This design comes from an exercise in tuning for small area and a short achievable clock period on the open sky130 flow, not from production work.
No run shown here included a check of the RTL's function; only the layout flow was run.
Power figures rest on the tool's default switching activity, not on a simulated workload.

**design/flow/design.v**
```verilog
module decode_alu (
	input [31:0] inst,
	input [31:0] rs1,
	input [31:0] rs2,
	output [31:0] a,
	output [31:0] b,
	output [31:0] d,
	output [12:0] ctl
);
	wire [6:0] opc = inst[6:0];
	wire [2:0] f3 = inst[14:12];
	wire is_op    = opc == 7'b0110011;
	wire is_opimm = opc == 7'b0010011;
	wire is_lui   = opc == 7'b0110111;
	wire is_load  = opc == 7'b0000011;
	wire is_store = opc == 7'b0100011;
	wire is_br    = opc == 7'b1100011;
	wire is_alu   = is_op | is_opimm;
	wire is_sll   = is_alu & (f3 == 3'd1);
	wire is_sr    = is_alu & (f3 == 3'd5);
	wire is_slt   = is_alu & (f3[2:1] == 2'b01);
	wire do_sub   = is_op & (f3 == 3'd0) & inst[30];
	wire do_add   = (is_alu & (f3 == 3'd0)) | is_load | is_store | is_lui;
	wire sub = do_sub | is_slt | (is_br & f3[2]);
	wire [31:0] ar;
	genvar i;
	generate for (i = 0; i < 32; i = i + 1) begin : g_rev
		assign ar[i] = rs1[31 - i];
	end endgenerate
	assign a = is_sll ? ar : (rs1 & {32{~is_lui}});
	wire [31:0] iimm = {{20{inst[31]}}, inst[31:20]};
	wire [31:0] simm = {{20{inst[31]}}, inst[31:25], inst[11:7]};
	wire [31:0] bsel = is_lui ? {inst[31:12], 12'b0} :
	                   is_store ? simm :
	                   (is_opimm | is_load) ? iimm : rs2;
	assign b = bsel ^ {32{sub}};
	assign d = {rs2[31:16] & {16{f3 == 3'd2}}, rs2[15:8] & {8{f3 == 3'd1 || f3 == 3'd2}},
	            rs2[7:0] & {8{f3[2] == 1'b0 && f3[1:0] != 2'b11}}};
	wire is_xor = is_alu & (f3 == 3'd4);
	wire is_or  = is_alu & (f3 == 3'd6);
	wire is_and = is_alu & (f3 == 3'd7);
	wire br_x = is_br & (f3[2:1] == 2'b00);
	wire kp = do_add | is_xor | is_or | br_x;
	wire kg = is_or | is_and;
	wire en_lt = is_slt | (is_br & f3[2]);
	wire uns = is_br ? f3[1] : f3[0];
	wire ten = is_br & (f3[2:1] != 2'b01);
	wire inv = f3[0];
	wire arith = inst[30];
	wire [1:0] wk = ~is_store ? 2'd0 : (f3 == 3'd0) ? 2'd1 : (f3 == 3'd1) ? 2'd2 : (f3 == 3'd2) ? 2'd3 : 2'd0;
	assign ctl = {wk, arith, is_sr, is_sll, inv, ten, uns, en_lt, do_add, kg, kp, sub};
endmodule
module alu (
	input [31:0] a,
	input [31:0] b,
	input [10:0] ctl,
	output [31:0] alu_out,
	output taken
);
	wire sub = ctl[0];
	wire kp = ctl[1];
	wire kg = ctl[2];
	wire ce = ctl[3];
	wire en_lt = ctl[4];
	wire uns = ctl[5];
	wire ten = ctl[6];
	wire inv = ctl[7];
	wire kl = ctl[8];
	wire kr = ctl[9];
	wire arith = ctl[10];
	wire [31:0] p = a ^ b;
	wire [31:0] g = a & b;
	wire [32:0] c;
	prefix_carry #(.W(32)) pc0 (.p(p), .g(g), .ci(sub), .c(c));
	wire ltu = ~c[32];
	wire lt = uns ? ltu : (ltu ^ a[31] ^ ~b[31]);
	wire eq = ~|p;
	wire fill = arith & kr & a[31];
	wire [31:0] sr = $signed({fill, a}) >>> b[4:0];
	wire [31:0] sh;
	genvar i;
	generate for (i = 0; i < 32; i = i + 1) begin : g_sh
		assign sh[i] = (sr[i] & kr) | (sr[31 - i] & kl);
	end endgenerate
	wire [31:0] l = (p & {32{kp}}) | (g & {32{kg}});
	wire [31:0] r = (l ^ (c[31:0] & {32{ce}})) | sh;
	assign alu_out = {r[31:1], r[0] | (lt & en_lt)};
	assign taken = ten & ((en_lt ? lt : eq) ^ inv);
endmodule
module prefix_carry #(parameter W = 32) (
	input [W-1:0] p,
	input [W-1:0] g,
	input ci,
	output [W:0] c
);
	localparam L = $clog2(W);
	wire [W-1:0] gg [0:L];
	wire [W-1:0] pp [0:L];
	assign gg[0] = {g[W-1:1], g[0] | (p[0] & ci)};
	assign pp[0] = {p[W-1:1], 1'b0};
	genvar l, i;
	generate for (l = 0; l < L; l = l + 1) begin : g_lev
		for (i = 0; i < W; i = i + 1) begin : g_bit
			if ((i >> l) & 1) begin : g_op
				localparam integer J = ((i >> l) << l) - 1;
				assign gg[l+1][i] = gg[l][i] | (pp[l][i] & gg[l][J]);
				assign pp[l+1][i] = pp[l][i] & pp[l][J];
			end else begin : g_pass
				assign gg[l+1][i] = gg[l][i];
				assign pp[l+1][i] = pp[l][i];
			end
		end
	end endgenerate
	assign c = {gg[L], ci};
endmodule
module branch_gen (
	input [31:0] inst,
	input [31:0] pc,
	output [33:0] branch_lo      
);
	wire [11:0] bimm = {inst[31], inst[7], inst[30:25], inst[11:8]};
	wire [12:0] lo = {1'b0, pc[12:1]} + {1'b0, bimm};
	assign branch_lo = {bimm[11], lo[12], pc[31:13], lo[11:0], pc[0]};
endmodule
module branch_hi (
	input [33:0] branch_lo,
	output [31:0] branch_target
);
	wire sg = branch_lo[33];
	wire cy = branch_lo[32];
	wire [18:0] hi = branch_lo[31:13];
	wire [18:0] inc, dec;
	genvar i;
	generate for (i = 0; i < 19; i = i + 1) begin : g_id
		if (i == 0) begin : g0
			assign inc[i] = ~hi[i];
			assign dec[i] = ~hi[i];
		end else begin : gn
			assign inc[i] = hi[i] ^ (&hi[i-1:0]);
			assign dec[i] = hi[i] ^ ~(|hi[i-1:0]);
		end
	end endgenerate
	wire [18:0] hi_t = (cy == sg) ? hi : (cy ? inc : dec);
	assign branch_target = {hi_t, branch_lo[12:0]};
endmodule
module store_format (
	input [31:0] d,
	input [1:0] kind,       
	input [1:0] lane,
	output [31:0] write_data,
	output [3:0] write_mask
);
	assign write_data = d << {lane, 3'b000};
	wire [3:0] m = kind == 2'd1 ? 4'b0001 : kind == 2'd2 ? 4'b0011 : kind == 2'd3 ? 4'b1111 : 4'b0000;
	assign write_mask = kind == 2'd3 ? 4'b1111 : m << lane;
endmodule
module chronos_ex (
	input clk,
	input rst,               
	input in_valid,
	input [31:0] inst,
	input [31:0] pc,
	input [31:0] rs1_data,
	input [31:0] rs2_data,
	output reg out_valid,
	output reg [31:0] result,
	output reg br_taken,
	output reg [31:0] br_target,
	output [31:0] mem_wdata,
	output [3:0] mem_wmask
);
	wire [31:0] a_id, b_id, d_id;
	wire [12:0] ctl_id;
	decode_alu dec (
		.inst(inst), .rs1(rs1_data), .rs2(rs2_data),
		.a(a_id), .b(b_id), .d(d_id), .ctl(ctl_id));
	wire [33:0] tgt_id;
	branch_gen bgen (.inst(inst), .pc(pc), .branch_lo(tgt_id));
	reg v1;
	reg [31:0] a1, b1, d1;
	reg [33:0] tgt1;
	reg [12:0] ctl1;
	always @(posedge clk) begin
		v1 <= rst & in_valid;
		a1 <= a_id;
		b1 <= b_id;
		d1 <= d_id;
		tgt1 <= tgt_id;
		ctl1 <= ctl_id;
	end
	wire [31:0] alu_out;
	wire taken;
	alu _alu (.a(a1), .b(b1), .ctl(ctl1[10:0]), .alu_out(alu_out), .taken(taken));
	wire [31:0] tgt2;
	branch_hi bhi (.branch_lo(tgt1), .branch_target(tgt2));
	reg [31:0] d_q;
	reg [1:0] sk_q;
	always @(posedge clk) begin
		out_valid <= rst & v1;
		result <= alu_out;
		br_taken <= taken;
		br_target <= tgt2;
		d_q <= d1;
		sk_q <= ctl1[12:11];
	end
	store_format sf (.d(d_q), .kind(sk_q), .lane(result[1:0]),
		.write_data(mem_wdata), .write_mask(mem_wmask));
endmodule
```
**design/flow/run.sh**
```bash
#!/bin/bash
# synth_recipe.tcl (not shown) runs the flow's synth.tcl, then flattens the netlist and writes it again
# the make line also repeats each setting of config.mk as NAME=value (left out here)
make -C /OpenROAD-flow-scripts/flow DESIGN_CONFIG=/design/flow/config.mk WORK_HOME=/design/flow/orfs CLKGATE_MAP_FILE= SYNTH_SCRIPT=/design/flow/synth_recipe.tcl finish
```
**design/flow/config.mk**
```make
export PLATFORM = sky130hd
export DESIGN_NAME = chronos_ex
export DESIGN_NICKNAME = chronos_ex
export VERILOG_FILES = /design/flow/design.v
export SDC_FILE = /design/flow/constraint.sdc
export NUM_CORES = 4
export LEC_CHECK = 0
export CAP_MARGIN = 20
export CORE_MARGIN = 2
export CORE_UTILIZATION = 40
export SETUP_SLACK_MARGIN = 2.5
export SLEW_MARGIN = 20
```
**design/flow/constraint.sdc**
```tcl
create_clock -name core_clock -period 5.5 [get_ports {clk}]
set_input_delay 1.1000 -clock core_clock [delete_from_list [all_inputs] [get_ports {clk}]]
set_output_delay 1.1000 -clock core_clock [all_outputs]
set_load 0.01 [all_outputs]
```
==> results of run 1 <==
[logic make-up (layout without fill, tap and decap cells)]
| logic type | after synthesis | in the layout | share of synthesized area |
|---|---|---|---|
| flip-flops | 244 | 244 | 0.4021 |
| buffers and inverters | 107 | 347 | 0.03739 |
| adder cells (fa/ha/maj) | 46 | 46 | 0.04779 |
| AO/OA/AOI/OAI | 383 | 384 | 0.1994 |
| XOR/XNOR | 90 | 90 | 0.06489 |
| AND/OR/NAND/NOR | 436 | 436 | 0.1704 |
| multiplexers | 70 | 70 | 0.07807 |
[flip-flops by register name (all words and copies together) (netlist names)]
signal / cells
result: 32
b1: 32
tgt1: 34
br_target: 32
v1: 1
out_valid: 1
d1: 32
sk_q: 2
d_q: 32
br_taken: 1
a1: 32
ctl1: 13
[cell type report]
type,count,share of cell area
clock buffer,38,0.04801
clock inverter,10,0.009819
inverter,26,0.006031
multi-input combinational,1026,0.4334
sequential,244,0.3023
tap,390,0.03015
timing repair buffer,273,0.1702
[through the flow]
| stage | setup slack, ps | cell area (um2) | hold slack, ps | cells | utilization |
|---|---|---|---|---|---|
| 2_1_floorplan | 2665 | 12150 | 309.6 | 1376 | - |
| 3_3_place_gp | 1790 | 14770 | 309.9 | 1935 | 0.4958 |
| 3_5_place_dp | 1701 | 14770 | 312.1 | 1935 | 0.4958 |
| 4_1_cts | 2309 | 15960 | 322.0 | 1993 | 0.5358 |
| 5_1_grt | 2398 | 16180 | 324.9 | 2007 | 0.5431 |
| 6_report | 2491 | 16180 | 320.8 | 2007 | 0.5431 |
[worst paths after layout]
path	slack (ps)	endpoint	cells after the start
max	2490	mem_wdata[29]	5
min	320	d_q[18]	0
max reg2reg	2600	result[19]	11
min reg2reg	320	d_q[18]	0
[worst reg2reg max path, stage by stage, from the launching register on]
cell and delay [ps]:
dfxtp_1 320, buf_4 350, ha_1 360, a21o_1 210, nand4_1 120, a21o_1 200
nand3b_1 140, a21oi_1 280, o21bai_1 150, a41oi_1 270, xor2_1 130, a221o_1 270
[layer usage]
layer,up-vias,part of all wire,GRT usage
met5,-,0,0
met4,0,0.030,0.07283
met3,72,0.063,0.03559
met2,408,0.44,0.3815
met1,5173,0.46,0.3417
li1,5352,-,-
[Yosys cell counts (24+ instances only)]
cell type / instances / share of area
xnor2_1: 59 / 0.043
mux2i_1: 43 / 0.035
clkbuf_1: 57 / 0.018
o21ai_0: 99 / 0.041
xor2_1: 31 / 0.022
dfxtp_1: 244 / 0.40
nor2_1: 57 / 0.018
o21ai_1: 25 / 0.010
and2_1: 48 / 0.025
a21oi_1: 103 / 0.042
inv_1: 24 / 0.0074
a221o_1: 26 / 0.021
nand2_1: 203 / 0.063
a22oi_1: 31 / 0.019
ha_1: 44 / 0.045
[repair_timing]
item,4_1_cts,5_1_grt
pin swaps,3,3
endpoints found under the setup margin,68,84
buffers inserted,6,14
cloned,4,0
gates resized for setup,55,57
hold endpoints to repair,0,0
[power by group]
part	total, mW	internal [mW]	leakage (nW)	switching, mW
clock network	1.86	1.13	0.453	0.728
logic	0.857	0.409	4.08	0.448
registers	1.96	1.88	2.03	0.0799
==> key figures, run 1 <==
Run status
  – Status: complete, no violations

Floorplan
  – Std-Cell Rows: 63
  – Chip height: approximately 180 um
  – Initial Util: 0.4077
  – Die Width: around 180 um
  – DIE AREA: between 0.03 and 0.04 mm2
  – Ports: around 230
  – Area of the core: about 0.03 mm2

Placement
  – Dpl hpwl: 29750 um
  – Placer congestion estimate: 0.9416
  – I/O Buffers: about 230

Global routing
  – Largest net degree at the start of global routing: 65
  – Vias in the first global route: between 10000 and 15000
  – First-pass GRT wire length: about 59000 um
  – Gr usage total: 0.2418
  – GR Overflow Total: 0
  – Initial antenna violation count: 0

Timing
  – Final period utilization: 0.5471
  – Fmax: roughly 0.33 GHz
  – Fin. max-slew vios: 0
  – Unrepaired setup endpoints after global routing: yes
  – Final setup vio count: 0
  – Slew margin rel.: 0.2529
  – Worst Clk Skew: around 11 ps
  – Sum of negative setup slack: 0 ps
  – Worst slew pin tran: around 1100 ps
  – Final hold viol count: 0
  – Min cycle time layout: around 3000 ps

CTS
  – CTS H-Tree Depth: 1
  – Clk Latency, worst-skew pair: roughly 550 ps
  – Root Buffer: clkbuf_16
  – Max clock buf depth: 3
  – Clock transition at path regs: 60 ps
  – Sink Count: between 200 and 250
  – CTS Buf Count: 27
  – CTS tree: built
  – Hold_buf cts: 0

Detailed routing
  – Post-route ant nets: 0
  – DRT iter0 DRCs: around 1100
  – Pre-antenna DRT Iters: 5
  – Drt via density: 5.483
  – Via count: 11005
  – Routed len/inst: 19.53 um
  – # DRC: 0
  – WL final: around 40000 um

Yosys
  – Yosys reg bits: 244
  – Top FF cell, synth: dfxtp_1
  – Syn. warnings: 2
  – Post-Synthesis Net Count: 1552
  – Count of flip-flops with a built-in enable after synthesis: 0
  – Cell Area, Synth: 0.01215 mm2
  – Ys async rst share: 0
  – Yosys cell types: 74
  – Post-synthesis sequential area ratio: 0.4021
  – Post-Synthesis Cells: 1376
  – Average size of a mapped cell: between 8 and 9 um2

Setup path
  – CP startpoint kind: register
  – Critical path peak fanout: 12
  – Crit path capture type: output pin
  – Buf/Inv on CP: 3
  – CP top delay family: buffers and inverters
  – Critical Path RT: roughly 4400 ps
  – Critical Path, Cell by Cell: buf_4 > bufbuf_16 > a211oi_1 > a21oi_1 > dlygate4sd2_1
  – Reg2Reg Launch Point: b1[0]
  – Crit path from: result[0]
  – Crit path kind: reg2out
  – WP data arrival: approximately 1900 ps
  – Slowest CP cell: dfxtp_4
  – CP max stage delay: about 360 ps

Layout
  – Layout area overhead: 33.22%
  – FILL cells: roughly 2800
  – Fraction of layout cells with a size suffix above 1: 0.1020
  – Commonest non-fill, non-tap cell in the layout: dfxtp_1
  – Commonest cells after routing, fill and taps aside: dfxtp_1, nand2_1, clkdlybuf4s50_1
  – NumNets Final: 1774
  – Multi-input combinational cell area: 0.007014 mm2
  – Register area: approximately 0.0049 mm2
  – Diodes inserted: 0

Min path
  – Hold path startpoint: d1[18]
  – HP Class: reg2reg

Pwr
  – Total chip power: about 4.7 mW
  – VDD IR max: just over 0.0002 V
  – Leak: around 6.6 nW
  – Power Dens Cells: about 290 mW/mm2

Job
  – # Max-Cap Violations: 0
==> inputs of run 2 (changes only) <==
--- a/design/flow/config.mk
+++ b/design/flow/config.mk
@@ -8,5 +8,5 @@
 export CAP_MARGIN = 20
 export CORE_MARGIN = 2
 export CORE_UTILIZATION = 40
-export SETUP_SLACK_MARGIN = 2.5
+export SETUP_SLACK_MARGIN = 3.2
 export SLEW_MARGIN = 20
==> run 2 against run 1 <==
  * Sequential power about the same
  * Routed wire length up 14%
  * Fmax up 7.3%
  * Largest power group unchanged
  * Highest routed layer unchanged
==> key figures, run 2 <==
Run status
  – Status: complete, no violations

Floorplan
  – Die Width: 178.3 um (unchanged)
  – DIE AREA: 0.03178 mm2 (unchanged)
  – Ports: 233 (unchanged)
  – Area of the core: 0.02980 mm2 (unchanged)
  – Std-Cell Rows: 63 (unchanged)
  – Initial Util: 0.4077 (unchanged)
  – Chip height: 178.3 um (unchanged)

Yosys
  – Average size of a mapped cell: 8.828 um2 (unchanged)
  – Post-synth top cells: dfxtp_1, nand2_1, a21oi_1
  – Leading cell type by number of instances after synthesis: dfxtp_1
  – Yosys cell types: 74 (unchanged)
  – Post-synthesis sequential area ratio: 0.4021 (unchanged)
  – Top FF cell, synth: dfxtp_1
  – Count of flip-flops with a built-in enable after synthesis: 0 (unchanged)
  – Syn. warnings: 2 (unchanged)
  – Top-area cell type share of the netlist area: 0.4021 (unchanged)
  – Ys async rst share: 0 (unchanged)
  – Yosys reg bits: 244 (unchanged)
  – Cell Area, Synth: 0.01215 mm2 (unchanged)
  – Yosys top cell by area: dfxtp_1
  – Post-Synthesis Net Count: 1552 (unchanged)
  – Post-Synthesis Cells: 1376 (unchanged)
  – Top post-synthesis cells by area: dfxtp_1, nand2_1, ha_1

Global routing
  – Initial antenna violation count: 0 (unchanged)
  – GR Overflow Total: 0 (unchanged)
  – Largest net degree at the start of global routing: 65 (unchanged)
  – Gr usage total: 0.2675 (+0.02574)
  – First-pass GRT wire length: 65320 um (+11%)
  – Vias in the first global route: 11196 (+8.4%)

Pwr
  – Int Pwr: 3.436 mW (+0.31%)
  – Flop pwr share: 0.411 (-0.008)
  – Net Sw Power: 1.374 mW (+9.3%)
  – Total chip power: 4.809 mW (+2.7%)
  – Gate power share: 0.231 (+0.048)
  – Leak: 7.500 nW (+14%)
  – Sw frac: 0.2856 (+0.01723)
  – Power Dens Cells: 263.1 mW/mm2 (-9.0%)
  – VDD IR max: 0.0002026 V (-2.2%)
  – Power share of the clock group: 0.358 (-0.039)

Timing
  – Unrepaired setup endpoints after global routing: yes
  – Final period utilization: 0.5099 (-0.03721)
  – Worst Clk Skew: 16.86 ps (+5.998 ps)
  – Final setup vio count: 0 (unchanged)
  – Final hold viol count: 0 (unchanged)
  – Fmax: 0.3566 GHz (+7.3%)
  – Worst Hold Slack: 318.8 ps (-2.042 ps)
  – Fin. max-slew vios: 0 (unchanged)
  – Min cycle time layout: 2804 ps (-204.6 ps)
  – Worst slew pin tran: 1103 ps (-15.62 ps)
  – Sum of negative setup slack: 0 ps (unchanged)
  – Slew margin rel.: 0.2633 (+0.01043)
  – Worst setup margin: 2696 ps (+204.6 ps)

Setup path
  – Crit path capture type: output pin
  – WP data arrival: 1700 ps (-210 ps)
  – Crit path kind: reg2out
  – Critical Path RT: 4400 ps (about the same)
  – Critical path peak fanout: 7 (-5)
  – CP startpoint kind: register

CTS
  – Max clock buf depth: 3 (unchanged)
  – Root Buffer: clkbuf_16
  – Clock transition at path regs: 60 ps (about the same)
  – Sink Count: 244 (unchanged)
  – CTS tree: built
  – Clk Latency, worst-skew pair: 560 ps (about the same)
  – CTS H-Tree Depth: 1 (unchanged)
  – Hold_buf cts: 0 (unchanged)
  – CTS Buf Count: 27 (unchanged)

Placement
  – Dpl hpwl: 29560 um (-0.66%)
  – Placer congestion estimate: 0.9443 (+0.29%)
  – DP Area: 0.01490 mm2 (+0.85%)
  – Worst slack, placed: 1583 ps (-117.9 ps)
  – I/O Buffers: 232 (unchanged)

Layout
  – Register bank with the most flops: tgt1
  – Final instance area: 0.01828 mm2 (+13%)
  – NumNets Final: 1873 (+5.6%)
  – Max FFs per register: 34 (unchanged)
  – Layout area overhead: 50.46%
  – Fraction of layout cells with a size suffix above 1: 0.2891 (+0.1871)
  – Commonest non-fill, non-tap cell in the layout: dfxtp_1
  – Diodes inserted: 0 (unchanged)
  – Commonest cells after routing, fill and taps aside: dfxtp_1, nand2_1, clkdlybuf4s50_1
  – FILL cells: 2534 (-8.4%)

Detailed routing
  – DRT iter0 DRCs: 1118 (+4.5%)
  – # DRC: 0 (unchanged)
  – Routed len/inst: 21.19 um (+8.5%)
  – Drt via density: 5.685 (+3.7%)
  – Post-route ant nets: 0 (unchanged)
  – Pre-antenna DRT Iters: 6 (+1)
  – WL final: 44540 um (+14%)
  – Via count: 11950 (+8.6%)

Min path
  – HP Class: reg2reg

Job
  – # Max-Cap Violations: 0 (unchanged)
run 2: cell types whose count changed in the layout (fill, tap and decap cells not counted), moves of 18 or more:
cell | previous run | this run
a21oi_1 | 102 | 80
a21oi_2 | 1 | 19
buf_2 | 1 | 35
buf_4 | 28 | 75
buf_6 | 1 | 43
clkdlybuf4s50_1 | 197 | 108
dfxtp_1 | 240 | 217
dlygate4sd2_1 | 16 | 66
ha_1 | 44 | 13
ha_4 | 0 | 30
o21ai_0 | 99 | 79
run 2: per-stage QoR:
| stage | instances | util |
|---|---|---|
| 2_1_floorplan | 1376 | - |
| 3_3_place_gp | 1932 | 0.5000 |
| 3_5_place_dp | 1932 | 0.5000 |
| 4_1_cts | 2068 | 0.5825 |
| 5_1_grt | 2102 | 0.6134 |
| 6_report | 2102 | 0.6134 |
run 2: final timing paths:
check / startpoint / endpoint / slack [ps] / depth (start not counted)
setup / recovery: result[0] / mem_wdata[19] / 2700 / 5
hold reg to reg: tgt1[10] / br_target[10] / 320 / 0
hold / removal: tgt1[10] / br_target[10] / 320 / 0
setup reg to reg: b1[2] / result[28] / 2960 / 11
run 2: cell type report:
type / instances / area (um2) / share of cell area
Clock buffer: 33 / 728.2 / 0.03984
Clock inverter: 11 / 108.9 / 0.005956
Inverter: 26 / 121.4 / 0.006640
Multi-Input combinational cell: 1028 / 8164 / 0.4467
Sequential cell: 244 / 4959 / 0.2713
Tap cell: 390 / 488.0 / 0.02670
Timing Repair Buffer: 369 / 3700 / 0.2024
Timing Repair inverter: 1 / 8.758 / 0.0004792
run 2: kinds of logic after synthesis:
kind of cell / after synthesis / synth area share
xor+xnor: 90 / 0.06489
fa+ha+maj: 46 / 0.04779
mux: 70 / 0.07807
simple gates: 436 / 0.1704
compound gates: 383 / 0.1994
flops: 244 / 0.4021
buf+inv: 107 / 0.03739
run 2: timing repair:
| item | CTS | global route |
|---|---|---|
| gates cloned | 14 | 5 |
| pin swaps | 76 | 68 |
| endpoints found under the hold margin | 0 | 0 |
| resized for setup | 504 | 161 |
| setup endpoints to repair | 218 | 142 |
| setup buffers | 78 | 29 |
run 2: metal layers:
| layer | part of all wire | global-route usage | up-vias | wire length, um |
|---|---|---|---|---|
| met4 | 0.037 | 0.09383 | 0 | 1667 |
| met1 | 0.42 | 0.3586 | 5668 | 18820 |
| li1 | - | - | 5583 | - |
| met3 | 0.079 | 0.05051 | 123 | 3512 |
| met2 | 0.46 | 0.4314 | 576 | 20540 |
| met5 | 0 | 0 | - | 0 |
run 2: power groups by stage:
| stage | clock [mW] | sequential, mW | combinational [mW] |
|---|---|---|---|
| after floorplan | 0 | 1.98 | 0.488 |
| after global placement | 0 | 2.01 | 0.824 |
| after detailed placement | 0 | 2.01 | 0.828 |
| after CTS | 1.75 | 1.97 | 0.983 |
| after global routing | 1.83 | 1.98 | 1.18 |
| final | 1.72 | 1.98 | 1.11 |
run 2: worst max-delay path: stages (launching register included):
cell and delay, ps:
dfxtp_4 440, buf_12 160, buf_12 130, mux2i_1 200, o21ai_1 80, buf_2 140
==> inputs of run 3 (changes only) <==
==> design/flow/flow/run.sh (new file) <==
#!/bin/bash
# Own layout flow: the standard layout (standard.sh, standard synthesis
# unchanged), except that buffer_ports gives every port a buf_1 buffer.
# make's full output goes to standard.log; each ORFS step logs under orfs/logs/.
set -euo pipefail
export BUFFER_PORTS_ARGS="-buffer_cell sky130_fd_sc_hd__buf_1"
bash standard.sh > standard.log 2>&1
==> design/flow/standard.sh (new file) <==
#!/bin/bash
# synth_recipe.tcl (not shown) runs the flow's synth.tcl, then flattens the netlist and writes it again
# the make line also repeats each setting of config.mk as NAME=value (left out here)
make -C /OpenROAD-flow-scripts/flow DESIGN_CONFIG=/design/flow/config.mk WORK_HOME=/design/flow/orfs CLKGATE_MAP_FILE= SYNTH_SCRIPT=/design/flow/synth_recipe.tcl "${@:-finish}"
--- a/design/flow/config.mk
+++ b/design/flow/config.mk
@@ -8,5 +8,5 @@
 export CAP_MARGIN = 20
 export CORE_MARGIN = 2
 export CORE_UTILIZATION = 40
-export SETUP_SLACK_MARGIN = 3.2
+export SETUP_SLACK_MARGIN = 2.5
 export SLEW_MARGIN = 20
removed: design/flow/run.sh
==> run 3 against run 2 <==
  * Worst setup slack worse by 110 ps
  * First-iteration DRC count is 6.4% higher
  * Largest power group unchanged
  * Non-clock buffer count down 119
  * Synthesized area unchanged
  * Critical path depth is 1 lower
  * Hold slack barely moved
  * Final cell count shrank 5.6%
  * Clock-buffer cell count grew 1
  * Die area stayed put
  * Sequential power is essentially flat
  * Global-route usage decreased by 3.8 points
==> key figures, run 3 <==
Placement
  – Dpl hpwl: 28660 um (-3.0%)
  – I/O Buffers: 232 (unchanged)
  – Worst slack, placed: 1455 ps (-128.1 ps)
  – Placer congestion estimate: 0.9548 (+1.1%)

Layout
  – Fin util: 0.4823 (-0.1311)
  – Commonest non-fill, non-tap cell in the layout: dfxtp_1
  – Diodes inserted: 0 (unchanged)
  – Fraction of layout cells with a size suffix above 1: 0.07215 (-0.2170)
  – Layout area overhead: 18.30%
  – Commonest cells after routing, fill and taps aside: dfxtp_1, buf_1, nand2_1
  – NumNets Final: 1751 (-6.5%)
  – Register bank with the most flops: tgt1
  – Max FFs per register: 34 (unchanged)

Detailed routing
  – DRT iter0 DRCs: 1189 (+6.4%)
  – WL final: 37910 um (-15%)
  – Post-route ant nets: 0 (unchanged)
  – Drt via density: 5.506 (-3.2%)
  – Via count: 10923 (-8.6%)
  – # DRC: 0 (unchanged)
  – Routed len/inst: 19.11 um (-9.8%)
  – Pre-antenna DRT Iters: 5 (-1)

Run status
  – Status: complete, no violations

Pwr
  – Power share of the clock group: 0.404 (+0.046)
  – Net Sw Power: 1.261 mW (-8.2%)
  – Leak: 5.546 nW (-26%)
  – Gate power share: 0.161 (-0.070)
  – Int Pwr: 3.264 mW (-5.0%)
  – Power Dens Cells: 314.9 mW/mm2 (+20%)
  – Total chip power: 4.525 mW (-5.9%)
  – VDD IR max: 0.0002292 V (+13%)
  – Flop pwr share: 0.435 (+0.024)
  – Sw frac: 0.2787 (-0.006892)

Floorplan
  – Initial Util: 0.4077 (unchanged)
  – Std-Cell Rows: 63 (unchanged)
  – Area of the core: 0.02980 mm2 (unchanged)
  – Die Width: 178.3 um (unchanged)
  – DIE AREA: 0.03178 mm2 (unchanged)
  – Chip height: 178.3 um (unchanged)
  – Ports: 233 (unchanged)

Yosys
  – Top post-synthesis cells by area: dfxtp_1, nand2_1, ha_1
  – Post-synthesis sequential area ratio: 0.4021 (unchanged)
  – Count of flip-flops with a built-in enable after synthesis: 0 (unchanged)
  – Leading cell type by number of instances after synthesis: dfxtp_1
  – Yosys reg bits: 244 (unchanged)
  – Post-Synthesis Net Count: 1552 (unchanged)
  – Syn. warnings: 2 (unchanged)
  – Post-synth top cells: dfxtp_1, nand2_1, a21oi_1
  – Cell Area, Synth: 0.01215 mm2 (unchanged)
  – Ys async rst share: 0 (unchanged)
  – Yosys top cell by area: dfxtp_1
  – Top FF cell, synth: dfxtp_1
  – Average size of a mapped cell: 8.828 um2 (unchanged)
  – Yosys cell types: 74 (unchanged)
  – Top-area cell type share of the netlist area: 0.4021 (unchanged)
  – Post-Synthesis Cells: 1376 (unchanged)

Timing
  – Final setup vio count: 0 (unchanged)
  – Worst setup margin: 2585 ps (-110.4 ps)
  – Worst Clk Skew: 12.50 ps (-4.357 ps)
  – Worst Hold Slack: 319.3 ps (+0.4650 ps)
  – Final hold viol count: 0 (unchanged)
  – Worst slew pin tran: 1103 ps (-0.6556 ps)
  – Unrepaired setup endpoints after global routing: yes
  – Min cycle time layout: 2915 ps (+110.4 ps)
  – Fmax: 0.3431 GHz (-3.8%)
  – Final period utilization: 0.5300 (+0.02008)
  – Fin. max-slew vios: 0 (unchanged)
  – Sum of negative setup slack: 0 ps (unchanged)
  – Slew margin rel.: 0.2638 (+0.0004380)

Job
  – # Max-Cap Violations: 0 (unchanged)

Global routing
  – Initial antenna violation count: 0 (unchanged)
  – Largest net degree at the start of global routing: 65 (unchanged)
  – Gr usage total: 0.2298 (-0.03777)
  – Vias in the first global route: 9927 (-11%)
  – First-pass GRT wire length: 56250 um (-14%)
  – GR Overflow Total: 0 (unchanged)

Setup path
  – Crit path kind: reg2out
  – Crit path capture type: output pin
  – WP data arrival: 1810 ps (+110 ps)
  – Crit path from: result[0]
  – CP startpoint kind: register
  – Critical path peak fanout: 38 (+31)
  – Reg2Reg Launch Point: b1[0]
  – Critical Path RT: 4400 ps (about the same)

CTS
  – Clock transition at path regs: 60 ps (about the same)
  – CTS Buf Count: 27 (unchanged)
  – Hold_buf cts: 0 (unchanged)
  – CTS tree: built
  – Clk Latency, worst-skew pair: 550 ps (about the same)
  – Sink Count: 244 (unchanged)
  – Max clock buf depth: 3 (unchanged)
  – Root Buffer: clkbuf_16
  – CTS H-Tree Depth: 1 (unchanged)

Min path
  – Hold path startpoint: tgt1[12]
  – HP Class: reg2reg
-- run 3: final cells by class --
cell class	instances	area [um2]
Clock buffer	34	732.0
Clock inverter	14	180.2
Fill cell	2885	15420
Inverter	26	101.3
Multi-Input combinational cell	1026	6888
Sequential cell	244	4893
Tap cell	390	488.0
Timing Repair Buffer	250	1089
-- run 3: critical path, stage by stage, from the launching register on --
cell and delay (ps):
dfxtp_1 330, buf_8 280, nor2_2 140, maj3_1 370, buf_1 130
-- run 3: cells by family after synthesis --
| logic type | Yosys count | synth area share |
|---|---|---|
| AO/OA/AOI/OAI | 383 | 0.1994 |
| XOR/XNOR | 90 | 0.06489 |
| adder cells (fa/ha/maj) | 46 | 0.04779 |
| buffers and inverters | 107 | 0.03739 |
| flip-flops | 244 | 0.4021 |
| multiplexers | 70 | 0.07807 |
| AND/OR/NAND/NOR | 436 | 0.1704 |
-- run 3: worst paths after layout --
kind                   endpoint  slack [ps]  depth (start not counted)
hold reg to reg   br_target[12]         320                          0
hold / removal    br_target[12]         320                          0
setup reg to reg     result[27]        2620                         11
setup / recovery   mem_wmask[0]        2590                          4
-- run 3: per-stage QoR --
stage	area (um2)	cells
after global placement	13310	1933
final	14370	1984
after floorplan	12150	1376
after global routing	14370	1984
after CTS	14250	1981
after detailed placement	13310	1933
-- run 3: routing by layer --
layer	global-route usage	wire, um	up-vias
met3	0.05179	3418	74
met5	0	0	-
li1	-	-	5306
met4	0.07080	1150	0
met2	0.3543	16670	501
met1	0.3197	16670	5042
-- run 3: power by group through the flow --
stage                     sequential, mW  combinational [mW]  clock (mW)
after floorplan                     1.98               0.477           0
after global placement              2.01               0.693           0
after detailed placement            2.01               0.698           0
after CTS                           1.97               0.703        1.87
after global routing                1.98               0.798        1.94
final                               1.97               0.728        1.83
-- run 3: timing repair --
action | in CTS | in global routing
pin swaps | 0 | 1
cloned | 0 | 2
setup buffers | 0 | 1
endpoints found under the setup margin | 95 | 93
resized for setup | 8 | 18
==> inputs of run 4 (changes only) <==
--- a/design/flow/config.mk
+++ b/design/flow/config.mk
@@ -8,5 +8,5 @@
 export CAP_MARGIN = 20
 export CORE_MARGIN = 2
 export CORE_UTILIZATION = 40
-export SETUP_SLACK_MARGIN = 2.5
+export SETUP_SLACK_MARGIN = 2.8
 export SLEW_MARGIN = 20
==> run 4 against run 3 <==
  * Still clean on timing, DRC and antenna
  * Clock-buffer cell count decreased by 2
  * Routed wire length increased by 6.9%
  * Die area unchanged
  * Combinational power increased by 15%
  * Sequential power about the same
  * Synthesized cell count unchanged
  * Via count increased by 3.0%
  * Total power increased by 0.30%
  * Global-route usage increased by 1.5 points
  * Flip-flop and latch count unchanged
  * First-iteration DRC count decreased by 10%
  * Register-to-register slack improved by 260 ps
  * Highest routed layer unchanged
==> key figures, run 4 <==
Run status
  – Status: complete, no violations

Timing
  – Fin. max-slew vios: 0 (unchanged)
  – Worst slew pin tran: 1104 ps (+1.376 ps)
  – Final period utilization: 0.5252 (-0.004722)
  – Slew margin rel.: 0.2629 (-0.0009180)
  – Fmax: 0.3462 GHz (+0.90%)
  – Unrepaired setup endpoints after global routing: yes
  – Final hold viol count: 0 (unchanged)
  – Min cycle time layout: 2889 ps (-25.97 ps)
  – Worst Clk Skew: 7.752 ps (-4.747 ps)
  – Sum of negative setup slack: 0 ps (unchanged)
  – Final setup vio count: 0 (unchanged)
  – Worst Hold Slack: 324.1 ps (+4.827 ps)

Setup path
  – WP data arrival: 1790 ps (-20 ps)
  – Crit path kind: reg2out
  – CP max stage delay: 360 ps (about the same)
  – Critical Path RT: 4400 ps (about the same)
  – Slowest CP cell: dfxtp_4
  – Critical Path, Cell by Cell: buf_12 > clkinvlp_4 > buf_12 > nor2_4 > nand2_1 > o21ai_1 > buf_2
  – Crit path capture type: output pin
  – CP startpoint kind: register
  – Top cell by count, worst path: buf_12
  – Critical path peak fanout: 5 (-87%)

Layout
  – Register bank with the most flops: tgt1
  – Fin cells: 2024 (+2.0%)
  – Commonest cells after routing, fill and taps aside: dfxtp_1, nand2_1, buf_1
  – Fraction of layout cells with a size suffix above 1: 0.1696 (+0.09748)
  – Commonest non-fill, non-tap cell in the layout: dfxtp_1
  – Layout area overhead: 27.49%
  – Fin util: 0.5198 (+0.03746)
  – NumNets Final: 1790 (+2.2%)
  – Max FFs per register: 34 (unchanged)

Detailed routing
  – Via count: 11247 (+3.0%)
  – DRT iter0 DRCs: 1066 (-10%)
  – Post-route ant nets: 0 (unchanged)
  – Drt via density: 5.557 (+0.93%)
  – Pre-antenna DRT Iters: 5 (unchanged)
  – WL final: 40540 um (+6.9%)
  – Routed len/inst: 20.03 um (+4.8%)
  – # DRC: 0 (unchanged)

Yosys
  – Top FF cell, synth: dfxtp_1
  – Post-synthesis sequential area ratio: 0.4021 (unchanged)
  – Yosys cell types: 74 (unchanged)
  – Syn. warnings: 2 (unchanged)
  – Yosys reg bits: 244 (unchanged)
  – Top post-synthesis cells by area: dfxtp_1, nand2_1, ha_1
  – Post-Synthesis Net Count: 1552 (unchanged)
  – Cell Area, Synth: 0.01215 mm2 (unchanged)
  – Top-area cell type share of the netlist area: 0.4021 (unchanged)
  – Post-Synthesis Cells: 1376 (unchanged)
  – Ys async rst share: 0 (unchanged)
  – Post-synth top cells: dfxtp_1, nand2_1, a21oi_1
  – Yosys top cell by area: dfxtp_1
  – Leading cell type by number of instances after synthesis: dfxtp_1
  – Average size of a mapped cell: 8.828 um2 (unchanged)
  – Count of flip-flops with a built-in enable after synthesis: 0 (unchanged)

Placement
  – Placed Instances: 1935 (+0.10%)
  – Dpl hpwl: 29170 um (+1.8%)
  – Placer congestion estimate: 0.9635 (+0.91%)
  – I/O Buffers: 232 (unchanged)

Min path
  – HP Class: reg2reg

Global routing
  – Initial antenna violation count: 2 (+2)
  – Vias in the first global route: 10359 (+4.4%)
  – Largest net degree at the start of global routing: 65 (unchanged)
  – GR Overflow Total: 0 (unchanged)
  – First-pass GRT wire length: 59550 um (+5.9%)
  – Gr usage total: 0.2448 (+0.01505)

Pwr
  – Power Dens Cells: 293.1 mW/mm2 (-6.9%)
  – Leak: 5.992 nW (+8.0%)
  – Total chip power: 4.539 mW (+0.30%)
  – VDD IR max: 0.0002312 V (+0.88%)

Floorplan
  – DIE AREA: 0.03178 mm2 (unchanged)
  – Area of the core: 0.02980 mm2 (unchanged)
  – Chip height: 178.3 um (unchanged)
  – Std-Cell Rows: 63 (unchanged)
  – Initial Util: 0.4077 (unchanged)
  – Die Width: 178.3 um (unchanged)
  – Ports: 233 (unchanged)

CTS
  – Max clock buf depth: 3 (unchanged)
  – Root Buffer: clkbuf_16
  – Hold_buf cts: 0 (unchanged)
  – CTS tree: built
  – CTS H-Tree Depth: 1 (unchanged)
  – Sink Count: 244 (unchanged)
  – Clock transition at path regs: 60 ps (about the same)
  – CTS Buf Count: 27 (unchanged)
  – Clk Latency, worst-skew pair: 550 ps (about the same)

Job
  – # Max-Cap Violations: 0 (unchanged)
run 4: final timing paths:
kind,start,endpoint,slack (ps),depth (start not counted)
max,result[1],mem_wdata[20],2610,7
min,tgt1[10],br_target[10],320,0
max reg2reg,a1[22],result[30],2880,8
min reg2reg,tgt1[10],br_target[10],320,0
run 4: metal layers:
metal | track usage | part of all wire | vias up
li1 | - | - | 5413
met1 | 0.3403 | 0.44 | 5264
met2 | 0.3907 | 0.45 | 492
met3 | 0.03943 | 0.076 | 78
met4 | 0.07385 | 0.036 | 0
met5 | 0 | 0 | -
run 4: through the flow:
| step | worst slack, ps | area [um2] |
|---|---|---|
| after global placement | 1554 | 13360 |
| final | 2611 | 15490 |
| after global routing | 2575 | 15480 |
| after CTS | 2664 | 14900 |
| after detailed placement | 1489 | 13360 |
| after floorplan | 2752 | 12200 |
run 4: where the power goes:
part | internal, mW | total (mW) | switching (mW) | leakage, nW
clock network | 0.985 | 1.72 | 0.739 | 0.421
logic | 0.368 | 0.837 | 0.469 | 3.54
registers | 1.88 | 1.98 | 0.0933 | 2.03
total | 3.24 | 4.54 | 1.30 | 5.99
run 4: kinds of logic after synthesis:
group / synth area share
AND/OR/NAND/NOR: 0.1704
AO/OA/AOI/OAI: 0.1994
flip-flops: 0.4021
buffers and inverters: 0.03739
XOR/XNOR: 0.06489
multiplexers: 0.07807
adder cells (fa/ha/maj): 0.04779
run 4: cell type report:
cell class,count,area [um2]
multi-input cells,1027,7397
inverters,26,101.3
repair buffers,288,1717
diodes,1,2.502
flip-flops and latches,244,4922
clock buffers,32,714.4
well taps,390,488.0
fillers,2769,14310
clock inverters,16,145.1
run 4: worst max-delay path, delay by kind of cell, from the launching register on:
family / cells / cell delay [ps]
buf+inv: 4 / 570
simple gates: 2 / 210
flops: 1 / 360
compound gates: 1 / 90
run 4: what timing repair did:
| item | CTS | global route |
|---|---|---|
| buffers inserted | 12 | 16 |
| pin swaps | 18 | 29 |
| resized for setup | 105 | 105 |
| cloned | 8 | 4 |
| setup endpoints to repair | 128 | 116 |
==> inputs of run 5 (changes only) <==
--- a/design/flow/config.mk
+++ b/design/flow/config.mk
@@ -8,5 +8,5 @@
 export CAP_MARGIN = 20
 export CORE_MARGIN = 2
 export CORE_UTILIZATION = 40
-export SETUP_SLACK_MARGIN = 2.8
+export SETUP_SLACK_MARGIN = 2.0
 export SLEW_MARGIN = 20
==> run 5 against run 4 <==
  * Final area is 8.1% lower
  * Sequential power about the same
  * Register-to-register slack got worse by 590 ps
  * Global-route usage down 1.5 points
  * Sequential share of layout area rose by 2.6 points
  * Synthesized cell count unchanged
  * Fmax decreased by 10%
  * Total power shrank 0.62%
  * Critical path depth increased by 2
  * Clock skew increased by 4.2 ps
  * Combinational power is 15% lower
  * Worst setup slack worse by 330 ps
  * Critical endpoint is now result[31]
==> key figures, run 5 <==
Setup path
  – Crit path kind: reg2reg
  – Critical path peak fanout: 38 (+33)
  – CP startpoint kind: register
  – WP data arrival: 3640 ps (+1850 ps)
  – Critical Path RT: 5920 ps (+1520 ps)
  – Crit path capture type: register

Pwr
  – Net Sw Power: 1.254 mW (-3.6%)
  – Gate power share: 0.158 (-0.026)
  – Leak: 5.494 nW (-8.3%)
  – VDD IR max: 0.0002292 V (-0.89%)
  – Flop pwr share: 0.437 (about the same)
  – Total chip power: 4.511 mW (-0.62%)
  – Power share of the clock group: 0.405 (+0.025)
  – Int Pwr: 3.256 mW (+0.58%)
  – Power Dens Cells: 317.0 mW/mm2 (+8.2%)
  – Sw frac: 0.2781 (-0.008608)

Global routing
  – First-pass GRT wire length: 56240 um (-5.6%)
  – GR Overflow Total: 0 (unchanged)
  – Vias in the first global route: 9928 (-4.2%)
  – Initial antenna violation count: 0 (-2)
  – Gr usage total: 0.2297 (-0.01509)
  – Largest net degree at the start of global routing: 65 (unchanged)

Detailed routing
  – # DRC: 0 (unchanged)
  – DRT iter0 DRCs: 1110 (+4.1%)
  – Routed len/inst: 18.92 um (-5.5%)
  – Drt via density: 5.475 (-1.5%)
  – WL final: 37480 um (-7.6%)
  – Pre-antenna DRT Iters: 6 (+1)
  – Via count: 10846 (-3.6%)
  – Post-route ant nets: 0 (unchanged)

Layout
  – Max FFs per register: 34 (unchanged)
  – Commonest non-fill, non-tap cell in the layout: dfxtp_1
  – NumNets Final: 1748 (-2.3%)
  – Fraction of layout cells with a size suffix above 1: 0.06600 (-0.1036)
  – FILL cells: 2903 (+4.8%)
  – Commonest cells after routing, fill and taps aside: dfxtp_1, buf_1, nand2_1
  – Layout area overhead: 17.13%
  – Register bank with the most flops: tgt1
  – Diodes inserted: 0 (-1)

Timing
  – Final setup vio count: 0 (unchanged)
  – Sum of negative setup slack: 0 ps (unchanged)
  – Unrepaired setup endpoints after global routing: no
  – Slew margin rel.: 0.2564 (-0.006495)
  – Worst Clk Skew: 11.94 ps (+4.186 ps)
  – Worst slew pin tran: 1114 ps (+9.728 ps)
  – Min cycle time layout: 3215 ps (+326.0 ps)
  – Final hold viol count: 0 (unchanged)
  – Fmax: 0.3111 GHz (-10%)
  – Fin. max-slew vios: 0 (unchanged)
  – Final period utilization: 0.5845 (+0.05927)

CTS
  – Setup Buffers After CTS: 0 (-12)
  – Hold_buf cts: 0 (unchanged)
  – CTS tree: built
  – CTS Buf Count: 27 (unchanged)
  – Sink Count: 244 (unchanged)
  – Clk Latency, worst-skew pair: 550 ps (about the same)
  – Max clock buf depth: 3 (unchanged)
  – Root Buffer: clkbuf_16
  – CTS H-Tree Depth: 1 (unchanged)
  – # resized after CTS: 0 (-100%)
  – Clock transition at path regs: 60 ps (about the same)

Floorplan
  – DIE AREA: 0.03178 mm2 (unchanged)
  – Area of the core: 0.02980 mm2 (unchanged)
  – Chip height: 178.3 um (unchanged)
  – Die Width: 178.3 um (unchanged)
  – Ports: 233 (unchanged)
  – Std-Cell Rows: 63 (unchanged)
  – Initial Util: 0.4077 (unchanged)

Yosys
  – Cell Area, Synth: 0.01215 mm2 (unchanged)
  – Yosys reg bits: 244 (unchanged)
  – Yosys cell types: 74 (unchanged)
  – Post-Synthesis Cells: 1376 (unchanged)
  – Count of flip-flops with a built-in enable after synthesis: 0 (unchanged)
  – Top FF cell, synth: dfxtp_1
  – Top-area cell type share of the netlist area: 0.4021 (unchanged)
  – Post-Synthesis Net Count: 1552 (unchanged)
  – Post-synthesis sequential area ratio: 0.4021 (unchanged)
  – Leading cell type by number of instances after synthesis: dfxtp_1
  – Syn. warnings: 2 (unchanged)
  – Top post-synthesis cells by area: dfxtp_1, nand2_1, ha_1
  – Yosys top cell by area: dfxtp_1
  – Post-synth top cells: dfxtp_1, nand2_1, a21oi_1
  – Average size of a mapped cell: 8.828 um2 (unchanged)
  – Ys async rst share: 0 (unchanged)

Placement
  – I/O Buffers: 232 (unchanged)
  – Placer congestion estimate: 0.9548 (-0.90%)
  – Dpl hpwl: 28660 um (-1.7%)

Min path
  – HP Class: reg2reg

Run status
  – Status: complete, no violations

Job
  – # Max-Cap Violations: 0 (unchanged)
[run 5: cell counts after synthesis]
No cell type changed its count.
[run 5: layout make-up]
type	instances	area [um2]	area share
multi-input cells	1025	6853	0.4816
flip-flops and latches	244	4887	0.3435
repair buffers	248	991.0	0.06964
clock buffers	34	732.0	0.05144
well taps	390	488.0	0.03429
clock inverters	14	180.2	0.01266
inverters	26	97.59	0.006859
[run 5: critical path, cell delays in order, from the launching register on]
cell and delay (ps):
dfxtp_2 970, buf_4 380, mux4_2 540, nand2_1 80, o21ai_1 90, o21ai_0 260, mux2i_1 200, a22o_1 260
nor3_1 170, a211oi_1 100
[run 5: per-stage QoR]
stage                     hold WS, ps  instance area [um2]  utilization  std cells  setup slack, ps
after detailed placement        312.1                13310       0.4467       1933             1455
after global placement          309.8                13310       0.4466       1933             1496
final                           320.0                14230       0.4775       1981             2285
after floorplan                 309.6                12150            -       1376             2665
after CTS                       318.6                14220       0.4773       1981             2003
after global routing            326.2                14230       0.4775       1981             2097
[run 5: path summary, 6_finish.rpt]
kind	startpoint	endpoint	slack, ps	depth (start not counted)
worst max register to register	b1[1]	result[31]	2290	9
worst max-delay path	b1[1]	result[31]	2290	9
worst min register to register	tgt1[12]	br_target[12]	320	0
worst min-delay path	tgt1[12]	br_target[12]	320	0
[run 5: cells by family (layout without fill, tap and decap cells)]
family,count (synthesis),in the layout,synth area share
flops,244,244,0.4021
simple gates,436,436,0.1704
mux,70,70,0.07807
compound gates,383,383,0.1994
fa+ha+maj,46,46,0.04779
buf+inv,107,322,0.03739
xor+xnor,90,90,0.06489
[run 5: power by group through the flow]
stage	combinational (mW)	sequential (mW)	clock (mW)
finish	0.712	1.97	1.83
global route	0.782	1.98	1.93
CTS	0.702	1.97	1.87
detailed placement	0.698	2.01	0
global placement	0.693	2.01	0
floorplan	0.477	1.98	0
[run 5: routing by layer]
layer | vias to the layer above | global-route usage | part of all wire
met1 | 4979 | 0.3195 | 0.44
met5 | - | 0 | 0
met2 | 497 | 0.3543 | 0.44
met3 | 69 | 0.05179 | 0.092
li1 | 5301 | - | -
met4 | 0 | 0.07080 | 0.029
==> inputs of run 6 (changes only) <==
==> design/flow/flow/run.sh (replaced) <==
#!/bin/bash
# Own layout flow: the standard layout (standard.sh, standard synthesis
# unchanged), except that buffer_ports gives every port a buf_2 buffer.
# make's full output goes to standard.log; each ORFS step logs under orfs/logs/.
set -euo pipefail
export BUFFER_PORTS_ARGS="-buffer_cell sky130_fd_sc_hd__buf_2"
bash standard.sh > standard.log 2>&1
--- a/design/flow/config.mk
+++ b/design/flow/config.mk
@@ -8,5 +8,5 @@
 export CAP_MARGIN = 20
 export CORE_MARGIN = 2
 export CORE_UTILIZATION = 40
-export SETUP_SLACK_MARGIN = 2.0
+export SETUP_SLACK_MARGIN = 2.5
 export SLEW_MARGIN = 20
==> run 6 against run 5 <==
  * Still clean
  * Sequential share of layout area down 0.84 points
  * Non-clock buffer count unchanged
  * Combinational power increased by 5.3%
  * Sequential power about the same
  * Final cell count hardly changed
==> key figures, run 6 <==
Placement
  – Dpl hpwl: 28960 um (+1.0%)
  – Placed Instances: 1932 (-0.052%)
  – Worst slack, placed: 1540 ps (+85.08 ps)
  – I/O Buffers: 232 (unchanged)
  – DP Area: 0.01359 mm2 (+2.1%)
  – Placer congestion estimate: 0.9489 (-0.62%)

Global routing
  – Gr usage total: 0.2322 (+0.002460)
  – Vias in the first global route: 9935 (+0.071%)
  – First-pass GRT wire length: 57070 um (+1.5%)
  – Largest net degree at the start of global routing: 65 (unchanged)
  – GR Overflow Total: 0 (unchanged)
  – Initial antenna violation count: 1 (+1)

Floorplan
  – Ports: 233 (unchanged)
  – Die Width: 178.3 um (unchanged)
  – Chip height: 178.3 um (unchanged)
  – Area of the core: 0.02980 mm2 (unchanged)
  – DIE AREA: 0.03178 mm2 (unchanged)
  – Initial Util: 0.4077 (unchanged)
  – Std-Cell Rows: 63 (unchanged)

Layout
  – Commonest non-fill, non-tap cell in the layout: dfxtp_1
  – Layout area overhead: 20.13%
  – Final instance area: 0.01459 mm2 (+2.6%)
  – Commonest cells after routing, fill and taps aside: dfxtp_1, buf_2, nand2_1
  – Max FFs per register: 34 (unchanged)
  – Fin cells: 1980 (-0.050%)
  – Register bank with the most flops: tgt1
  – Fraction of layout cells with a size suffix above 1: 0.2126 (+0.1466)
  – NumNets Final: 1748 (unchanged)
  – Diodes inserted: 0 (unchanged)

Setup path
  – Critical Path RT: 5950 ps (+30 ps)
  – Critical Path, Cell by Cell: buf_2 > nand3b_1 > or3_1 > nor2_1 > nand2_1 > mux2i_1 > a41oi_4 > buf_4 > xnor2_1
  – Reg2Reg Launch Point: b1[0]
  – Critical path peak fanout: 33 (-13%)
  – Worst reg2reg path depth: 11 (+2)
  – CP top delay family: simple AND/OR/NAND/NOR gates
  – CP max stage delay: 470 ps (-500 ps)
  – Crit path capture type: register
  – R2R Setup Slk: 2630 ps (+340 ps)
  – R2R Path End: result[27]
  – Slowest CP cell: or3_1
  – Buf/Inv on CP: 2 (+1)
  – Crit path kind: in2reg
  – CP startpoint kind: input pin
  – Crit path from: inst[3]
  – WP data arrival: 3350 ps (-290 ps)

Detailed routing
  – WL final: 37760 um (+0.75%)
  – Post-route ant nets: 0 (unchanged)
  – # DRC: 0 (unchanged)
  – Drt via density: 5.425 (-0.92%)
  – DRT iter0 DRCs: 928 (-16%)
  – Pre-antenna DRT Iters: 5 (-1)
  – Via count: 10741 (-0.97%)
  – Routed len/inst: 19.07 um (+0.80%)

CTS
  – Root Buffer: clkbuf_16
  – Max clock buf depth: 3 (unchanged)
  – CTS tree: built
  – CTS H-Tree Depth: 1 (unchanged)
  – Hold_buf cts: 0 (unchanged)
  – Clk Latency, worst-skew pair: 560 ps (about the same)
  – Sink Count: 244 (unchanged)
  – CTS Buf Count: 26 (-3.7%)
  – Clock transition at path regs: 60 ps (about the same)

Timing
  – Fin. max-slew vios: 0 (unchanged)
  – Unrepaired setup endpoints after global routing: yes
  – Final setup vio count: 0 (unchanged)
  – Slew margin rel.: 0.4485 (+0.1921)
  – Worst slew pin tran: 827.3 ps (-286.7 ps)
  – Worst Clk Skew: 17.71 ps (+5.771 ps)
  – Min cycle time layout: 2903 ps (-311.7 ps)
  – Final period utilization: 0.5278 (-0.05667)
  – Final hold viol count: 0 (unchanged)
  – Worst setup margin: 2597 ps (+311.7 ps)
  – Fmax: 0.3445 GHz (+11%)
  – Sum of negative setup slack: 0 ps (unchanged)

Min path
  – Worst hold stages: 0 (unchanged)
  – HP Class: reg2reg
  – Hold Crit Endpoint: d_q[16]
  – Hold path startpoint: d1[16]

Yosys
  – Yosys top cell by area: dfxtp_1
  – Yosys reg bits: 244 (unchanged)
  – Top post-synthesis cells by area: dfxtp_1, nand2_1, ha_1
  – Leading cell type by number of instances after synthesis: dfxtp_1
  – Top-area cell type share of the netlist area: 0.4021 (unchanged)
  – Count of flip-flops with a built-in enable after synthesis: 0 (unchanged)
  – Post-synth top cells: dfxtp_1, nand2_1, a21oi_1
  – Post-Synthesis Cells: 1376 (unchanged)
  – Ys async rst share: 0 (unchanged)
  – Yosys cell types: 74 (unchanged)
  – Average size of a mapped cell: 8.828 um2 (unchanged)
  – Syn. warnings: 2 (unchanged)
  – Post-Synthesis Net Count: 1552 (unchanged)
  – Cell Area, Synth: 0.01215 mm2 (unchanged)
  – Post-synthesis sequential area ratio: 0.4021 (unchanged)
  – Top FF cell, synth: dfxtp_1

Job
  – # Max-Cap Violations: 0 (unchanged)

Pwr
  – Total chip power: 4.526 mW (+0.33%)
  – Power Dens Cells: 310.1 mW/mm2 (-2.2%)
  – Leak: 6.252 nW (+14%)
  – VDD IR max: 0.0002358 V (+2.9%)

Run status
  – Status: complete, no violations
run 6: cell counts after synthesis:
No cell type changed its count.
run 6: where the power goes:
| group | total, mW | switching (mW) | internal (mW) |
|---|---|---|---|
| Sequential | 1.96 | 0.0801 | 1.88 |
| Clock | 1.81 | 0.716 | 1.10 |
| Combinational | 0.750 | 0.438 | 0.311 |
run 6: cell type report:
class,instances,area (um2)
Clock buffer,37,752.0
Clock inverter,9,155.1
Fill cell,2831,15200
Inverter,26,97.59
Multi-Input combinational cell,1026,6880
Sequential cell,244,4890
Tap cell,390,488.0
Timing Repair Buffer,248,1330
run 6: worst reg2reg max path: stages, from the launching register on:
cell and delay, ps:
dfxtp_1 300, buf_4 240, ha_1 390, a21o_1 180, nand4_1 130, a21o_1 260, a211o_1 330, nand2_2 110
o211ai_2 110, a31oi_1 230, xnor2_1 180, a221o_1 290
run 6: through the flow:
step	utilization	hold slack (ps)
final	0.4898	319.3
after global routing	0.4898	322.9
after CTS	0.4878	318.4
after detailed placement	0.4561	312.1
after global placement	0.4561	309.5
after floorplan	-	309.6
run 6: how the worst max path moves through the flow:
| stage | to | slack (ps) | cells past startpoint |
|---|---|---|---|
| 3_3_place_gp | b1[14] | 1490 | 7 |
| 4_1_cts | mem_wmask[2] | 2520 | 6 |
| 2_1_floorplan | tgt1[11] | 2660 | 12 |
| 5_1_grt | result[19] | 2420 | 11 |
| 3_5_place_dp | b1[14] | 1540 | 7 |
| 6_report | b1[3] | 2600 | 9 |
run 6: repair_timing:
action	in CTS	in global routing
pin swaps	0	1
setup buffers	0	1
setup endpoints to repair	77	69
gates resized for setup	10	10
gates cloned	0	1
run 6: per-layer routing:
metal  track usage  part of all wire
met1        0.3258              0.46
met4       0.05589             0.025
met5             0           0.00034
met3       0.03581             0.066
met2        0.3747              0.45
run 6: cells by family (layout without fill, tap and decap cells):
| group | Yosys count | in the layout | share of synthesized area |
|---|---|---|---|
| DFF | 244 | 244 | 0.4021 |
| adders and majority gates | 46 | 46 | 0.04779 |
| xor gates and xnor gates | 90 | 90 | 0.06489 |
| muxes | 70 | 70 | 0.07807 |
| and+or+nand+nor | 436 | 437 | 0.1704 |
| buffers and inverters | 107 | 320 | 0.03739 |
| AOI/OAI and AO/OA | 383 | 383 | 0.1994 |
==> inputs of run 7 (changes only) <==
--- a/design/flow/config.mk
+++ b/design/flow/config.mk
@@ -8,5 +8,6 @@
 export CAP_MARGIN = 20
 export CORE_MARGIN = 2
 export CORE_UTILIZATION = 40
+export CTS_BUF_LIST = sky130_fd_sc_hd__clkbuf_4 sky130_fd_sc_hd__clkbuf_8
 export SETUP_SLACK_MARGIN = 2.5
 export SLEW_MARGIN = 20
==> run 7 against run 6 <==
  * Largest cell class unchanged
  * Total power down 1.7%
  * Global-route usage up 0.32 points
  * Clock power down 4%
  * Still clean on timing, DRC and antenna
  * Largest power group unchanged
  * Critical endpoint unchanged
  * Fmax down 0.56%
==> key figures, run 7 <==
Placement
  – Placed Instances: 1932 (unchanged)
  – Dpl hpwl: 28960 um (unchanged)
  – I/O Buffers: 232 (unchanged)
  – Placer congestion estimate: 0.9489 (unchanged)

Detailed routing
  – # DRC: 0 (unchanged)
  – WL met1: 17410 um (+0.66%)
  – WL final: 37960 um (+0.53%)
  – Via count: 10816 (+0.70%)
  – Highest routed layer: met5
  – Post-route ant nets: 0 (unchanged)
  – DRT iter0 DRCs: 895 (-3.6%)
  – Drt via density: 5.397 (-0.51%)
  – Detail Route met2 WL: 17160 um (+1.0%)
  – Wire length on met3: 2565 um (+2.2%)
  – Pre-antenna DRT Iters: 6 (+1)
  – Routed len/inst: 18.94 um (-0.68%)

Layout
  – Register bank with the most flops: tgt1
  – Diodes inserted: 0 (unchanged)
  – Layout area overhead: 20.04% (about the same)
  – Max FFs per register: 34 (unchanged)
  – Fraction of layout cells with a size suffix above 1: 0.2274 (+0.01481)
  – Commonest non-fill, non-tap cell in the layout: dfxtp_1
  – NumNets Final: 1764 (+0.92%)
  – Fin cells: 2004 (+1.2%)
  – Commonest cells after routing, fill and taps aside: dfxtp_1, buf_2, nand2_1
  – FILL cells: 2841 (+0.35%)

Global routing
  – First-pass GRT wire length: 57620 um (+0.96%)
  – Gr usage total: 0.2354 (+0.003206)
  – Initial antenna violation count: 1 (unchanged)
  – GR Overflow Total: 0 (unchanged)
  – Vias in the first global route: 10134 (+2.0%)
  – Largest net degree at the start of global routing: 65 (unchanged)

Yosys
  – Synth Area in Compound Gates: 0.1994 (unchanged)
  – Fraction of the mapped netlist area in adder cells: 0.04779 (unchanged)
  – Mux cell area share after synthesis: 0.07807 (unchanged)
  – Cell Area, Synth: 0.01215 mm2 (unchanged)
  – Post-Synthesis Net Count: 1552 (unchanged)
  – Count of flip-flops with a built-in enable after synthesis: 0 (unchanged)
  – Average size of a mapped cell: 8.828 um2 (unchanged)
  – Top post-synthesis cells by area: dfxtp_1, nand2_1, ha_1
  – Leading cell type by number of instances after synthesis: dfxtp_1
  – Yosys top cell by area: dfxtp_1
  – Yosys reg bits: 244 (unchanged)
  – Combinational family with the most area after synthesis: compound AO/OA/AOI/OAI gates
  – Simple logic cell fraction of the synthesized area: 0.1704 (unchanged)
  – Post-synth top cells: dfxtp_1, nand2_1, a21oi_1
  – Post-Synthesis Cells: 1376 (unchanged)
  – Syn. warnings: 2 (unchanged)
  – Post-synthesis sequential area ratio: 0.4021 (unchanged)
  – Ys async rst share: 0 (unchanged)
  – Yosys cell types: 74 (unchanged)
  – Top FF cell, synth: dfxtp_1
  – XOR/XNOR Fraction of Synth Area: 0.06489 (unchanged)
  – Top-area cell type share of the netlist area: 0.4021 (unchanged)

Timing
  – Min cycle time layout: 2919 ps (+16.25 ps)
  – Unrepaired setup endpoints after global routing: yes
  – Final hold viol count: 0 (unchanged)
  – Final setup vio count: 0 (unchanged)
  – Worst Clk Skew: 16.44 ps (-1.271 ps)
  – Worst slew pin tran: 821.4 ps (-5.877 ps)
  – Fin. max-slew vios: 0 (unchanged)
  – Slew margin rel.: 0.4524 (+0.003918)
  – Fmax: 0.3425 GHz (-0.56%)
  – Sum of negative setup slack: 0 ps (unchanged)
  – Final period utilization: 0.5308 (+0.002955)

CTS
  – Clk Latency, worst-skew pair: 550 ps (about the same)
  – CTS Buf Count: 42 (+62%)
  – CTS tree: built
  – Hold_buf cts: 0 (unchanged)
  – CTS H-Tree Depth: 2 (+1)
  – Root Buffer: clkbuf_8
  – Sink Count: 244 (unchanged)
  – Max clock buf depth: 3 (unchanged)
  – Clock transition at path regs: 60 ps (about the same)

Setup path
  – Crit path kind: in2reg
  – WP data arrival: 3350 ps (about the same)
  – Crit path capture type: register
  – Critical path peak fanout: 33 (unchanged)
  – R2R Setup Slk: 2640 ps (about the same)
  – Worst reg2reg path depth: 11 (unchanged)
  – Critical Path, Cell by Cell: buf_2 > nand3b_1 > or3_1 > nor2_1 > nand2_1 > mux2i_1 > a41oi_4 > buf_4 > xnor2_1
  – Crit path from: inst[3]
  – Slowest CP cell: or3_1
  – Crit path to: b1[3]
  – Reg2Reg Launch Point: b1[0]
  – CP startpoint kind: input pin
  – R2R Path End: result[27]
  – CP max stage delay: 470 ps (about the same)
  – Critical Path RT: 5930 ps (-20 ps)

Floorplan
  – Std-Cell Rows: 63 (unchanged)
  – Ports: 233 (unchanged)
  – DIE AREA: 0.03178 mm2 (unchanged)
  – Chip height: 178.3 um (unchanged)
  – Die Width: 178.3 um (unchanged)
  – Area of the core: 0.02980 mm2 (unchanged)
  – Initial Util: 0.4077 (unchanged)

Pwr
  – Total chip power: 4.451 mW (-1.7%)
  – VDD IR max: 0.0001646 V (-30%)
  – Leak: 6.279 nW (+0.43%)
  – Power Dens Cells: 305.2 mW/mm2 (-1.6%)

Run status
  – Status: complete, no violations

Job
  – # Max-Cap Violations: 0 (unchanged)

Min path
  – HP Class: reg2reg
run 7: changes by cell type in the layout (fill, tap and decap cells not counted), sizes merged:
cell	change
clkbuf	+27
clkinv	-2
bufinv	-1
clkinvlp	+1
inv	-1
run 7: cell families after synthesis:
logic type	count (synthesis)
muxes	70
and+or+nand+nor	436
xor gates and xnor gates	90
buffers and inverters	107
DFF	244
AOI/OAI and AO/OA	383
adders and majority gates	46
run 7: what timing repair did:
item                       CTS  global route
gates resized for setup     10             9
pin swaps                    0             1
gates cloned                 0             1
buffers inserted             0             1
setup endpoints to repair   78            69
run 7: final cells by class:
type / count / area [um2] / share of cell area
clock buffer: 64 / 805.8 / 0.05526
clock inverter: 6 / 96.34 / 0.006607
inverter: 26 / 97.59 / 0.006692
multi-input combinational: 1026 / 6880 / 0.4718
sequential: 244 / 4890 / 0.3353
tap: 390 / 488.0 / 0.03346
timing repair buffer: 248 / 1325 / 0.09086
run 7: worst max-delay path, delay by kind of cell:
family,cells,cell delay [ps]
multiplexers,1,320
AND/OR/NAND/NOR,4,1130
buffers and inverters,2,400
XOR/XNOR,1,350
AO/OA/AOI/OAI,1,40
run 7: layer usage:
layer | track usage | up-vias
met5 | 0 | -
met4 | 0.07114 | 2
met3 | 0.04007 | 56
met2 | 0.3755 | 426
met1 | 0.3258 | 4999
li1 | - | 5333
run 7: report_power, final:
group / internal (mW) / switching (mW)
clock: 1.03 / 0.711
combinational: 0.311 / 0.437
sequential: 1.88 / 0.0801
total: 3.22 / 1.23
run 7: worst min-delay path by stage:
| stage | from | end | depth (start not counted) |
|---|---|---|---|
| floorplan | tgt1[0] | br_target[0] | 0 |
| global placement | d1[27] | d_q[27] | 0 |
| detailed placement | d1[12] | d_q[12] | 0 |
| CTS | tgt1[9] | br_target[9] | 0 |
| global route | d1[22] | d_q[22] | 0 |
| finish | tgt1[11] | br_target[11] | 0 |
run 7: per-stage QoR:
stage / utilization / setup slack, ps / instance area [um2] / hold slack, ps
floorplan: - / 2665 / 12150 / 309.6
global route: 0.4894 / 2431 / 14580 / 315.4
finish: 0.4894 / 2581 / 14580 / 319.7
detailed placement: 0.4561 / 1540 / 13590 / 312.1
global placement: 0.4561 / 1492 / 13590 / 309.5
CTS: 0.4877 / 2506 / 14530 / 321.5

## afterwards: timing with drivers on the ports
In the flow no input, the clock included, has a driving cell. The finished layouts below were timed again as built, in two steps. Step 1 (the two cells are an assumption about what drives the block):
set clk [get_ports {clk}]
set_driving_cell -lib_cell sky130_fd_sc_hd__clkbuf_16 $clk
set_driving_cell -lib_cell sky130_fd_sc_hd__buf_2 [delete_from_list [all_inputs] $clk]
Step 2 adds t to the input delays and takes it off the output delays; t is the mean of the earliest and latest rising clock arrival at the registers after step 1. Input paths then give back, and output paths get back, about the clock's delay inside the block. Slacks: ideal / step 1 / step 2; pairs: ideal / step 1.
run	shift t [ns]	setup WS [ns]	worst hold slack (ns)
run 1	0.589	2.491 / 2.443 / 2.020	0.321 / 0.321 / 0.321
run 2	0.600	2.696 / 2.644 / 2.534	0.319 / 0.319 / 0.319
run 3	0.595	2.585 / 2.537 / 2.143	0.319 / 0.319 / 0.319
run 4	0.597	2.611 / 2.560 / 2.296	0.324 / 0.324 / 0.324
run 5	0.596	2.285 / 2.274 / 1.907	0.320 / 0.320 / 0.320
run 6	0.599	2.597 / 2.573 / 2.029	0.319 / 0.319 / 0.319
run 7	0.584	2.581 / 2.586 / 2.022	0.320 / 0.320 / 0.320
After both steps every run listed still meets setup and hold. The setup slack of run 6, which loses most, moves by -0.024 ns with the drivers and by -0.568 ns with both steps.
